Source: an optimization exercise on an open RTL-to-GDS flow (aim: small area and a short achievable clock period). Production flows keep margins and buffers that such runs may drop.

## costas
module costas #
    (
        parameter integer C_S00_AXIS_TDATA_WIDTH    = 32,
        parameter integer C_M00_AXIS_TDATA_WIDTH    = 32
    )
    (
        input  wire                          s00_axis_aclk,
        input  wire                          s00_axis_aresetn,
        input  wire                          s00_axis_tlast,
        input  wire                          s00_axis_tvalid,
        input  wire [C_S00_AXIS_TDATA_WIDTH-1 : 0] s00_axis_tdata,
        input  wire [(C_S00_AXIS_TDATA_WIDTH/8)-1: 0] s00_axis_tstrb,
        output reg                           s00_axis_tready,
        input  wire                          m00_axis_aclk,
        input  wire                          m00_axis_aresetn,
        input  wire                          m00_axis_tready,
        output reg                           m00_axis_tvalid,
        output reg                           m00_axis_tlast,
        output reg [C_M00_AXIS_TDATA_WIDTH-1 : 0] m00_axis_tdata,
        output reg [(C_M00_AXIS_TDATA_WIDTH/8)-1: 0] m00_axis_tstrb
    );
    localparam integer STAGES = 16;
    wire clk = s00_axis_aclk;
    wire rst = !s00_axis_aresetn;
    always_comb s00_axis_tready = m00_axis_tready;
    logic       v  [0:STAGES];
    logic       l  [0:STAGES];
    logic [3:0] sb [0:STAGES];
    always_ff @(posedge clk) begin
  ...
Settings: LEC_CHECK=0, CAP_MARGIN=20, CORE_MARGIN=2, CORE_UTILIZATION=55, SLEW_MARGIN=20; clock period 14.5 ns.
standard.sh (not shown) runs the stock make flow with config.mk's settings and CLKGATE_MAP_FILE= SYNTH_SCRIPT=/design/flow/synth_recipe.tcl, a recipe that flattens the netlist after the stock synthesis.
==> flow/flow/run.sh <==
#!/bin/bash
# Own layout flow: the standard ORFS flow (standard.sh) with these changes in
# how the layout is made (the clock, its period and the I/O constraints stay
# the standard flow's constraint.sdc):
#  - synthesis is synth_recipe.tcl with Yosys's generic "abc -fast" skipped
#    (synth -noabc), so extract_fa sees the design's own adder structure; the
#    rest of the script (fsm/share skipped, flatten, renames) is unchanged;
#  - port buffers are plain buffers (buf_4) rather than delay cells, so the
#    combinational m00_axis_tready -> s00_axis_tready path stays short;
#  - ABC maps for a 6 ns delay target, and timing repair aims for the period
#    the design can reach (setup margin) rather than only the 14.5 ns clock.
# Every tool's output is in orfs/logs/ (one log per step); make's own output is
# in flow_make.log.
set -euo pipefail
sed '1s/-noshare/-noshare -noabc/' synth_recipe.tcl > flow_synth.tcl
sed "s#SYNTH_SCRIPT=[^ ]*synth_recipe.tcl#SYNTH_SCRIPT=$PWD/flow_synth.tcl#" standard.sh > flow_standard.sh
grep -q "SYNTH_SCRIPT=$PWD/flow_synth.tcl" flow_standard.sh
export BUFFER_PORTS_ARGS="-buffer_cell sky130_fd_sc_hd__buf_4"
export ABC_CLOCK_PERIOD_IN_PS=${ABC_CLOCK_PERIOD_IN_PS:-6000}
export SETUP_SLACK_MARGIN=${SETUP_SLACK_MARGIN:-8.45}
# clock tree: larger sink clusters, clkbuf_8 buffers, no dummy loads
export CTS_ARGS="-sink_clustering_enable -repair_clock_nets -dont_use_dummy_load -sink_clustering_size 30 -buf_list sky130_fd_sc_hd__clkbuf_8"

bash flow_standard.sh > flow_make.log 2>&1
Change:
--- a/flow/flow/run.sh
+++ b/flow/flow/run.sh
@@ -6,5 +6,5 @@
 #    (synth -noabc), so extract_fa sees the design's own adder structure; the
 #    rest of the script (fsm/share skipped, flatten, renames) is unchanged;
-#  - port buffers are plain buffers (buf_4) rather than delay cells, so the
+#  - port buffers are clkbuf_2 cells rather than delay cells, so the
 #    combinational m00_axis_tready -> s00_axis_tready path stays short;
 #  - ABC maps for a 6 ns delay target, and timing repair aims for the period
@@ -16,9 +16,9 @@
 sed "s#SYNTH_SCRIPT=[^ ]*synth_recipe.tcl#SYNTH_SCRIPT=$PWD/flow_synth.tcl#" standard.sh > flow_standard.sh
 grep -q "SYNTH_SCRIPT=$PWD/flow_synth.tcl" flow_standard.sh
-export BUFFER_PORTS_ARGS="-buffer_cell sky130_fd_sc_hd__buf_4"
+export BUFFER_PORTS_ARGS="-buffer_cell sky130_fd_sc_hd__clkbuf_2"
 export ABC_CLOCK_PERIOD_IN_PS=${ABC_CLOCK_PERIOD_IN_PS:-6000}
 export SETUP_SLACK_MARGIN=${SETUP_SLACK_MARGIN:-8.45}
 # clock tree: larger sink clusters, clkbuf_8 buffers, no dummy loads
-export CTS_ARGS="-sink_clustering_enable -repair_clock_nets -dont_use_dummy_load -sink_clustering_size 30 -buf_list sky130_fd_sc_hd__clkbuf_8"
+export CTS_ARGS="-sink_clustering_enable -repair_clock_nets -dont_use_dummy_load -sink_clustering_size 30 -sink_clustering_max_diameter 80 -buf_list sky130_fd_sc_hd__clkbuf_16"
 
 bash flow_standard.sh > flow_make.log 2>&1
Result:
- die area does not change
- synthesized area is unchanged
- via count is lower by 1.6%
- worst hold slack gets worse by 0.030 ns
- final cell count came out lower by 1.1%
- critical path depth stays the same
- setup slack improves by 0.042 ns
- clock skew is lower by 0.023 ns
- cell area drops by 0.92%
- core utilization is lower by 0.54 points
Function was not checked in any run of this note: the RTL went through the layout flow alone.

[static timing again, ports no longer ideal]
The results above use ideal ports. As a check the final layouts listed here were re-extracted and re-timed, cells and wires unchanged.
Step 1 assumes that a clkbuf_16 drives the clock port and a buf_2 every other input.
Step 2 also shifts input and output timing later by t, the mid clock arrival at the registers, as if the neighbouring blocks saw the same clock.
a / b / c = no drivers / after step 1 / after step 2; a / b = the first two.
| run | t (ns) | slack for setup (ns) | worst data-port slew with drivers (ns) |
|---|---|---|---|
| the first run | 1.019 | 8.458 / 8.435 / 8.435 | 0.04 |
| the second run | 0.791 | 8.500 / 8.475 / 8.475 | 0.04 |
After both steps setup and hold are still met in every run listed. For the second run, which loses most, drivers alone change the setup slack by -0.025 ns; drivers and shift together by -0.025 ns.
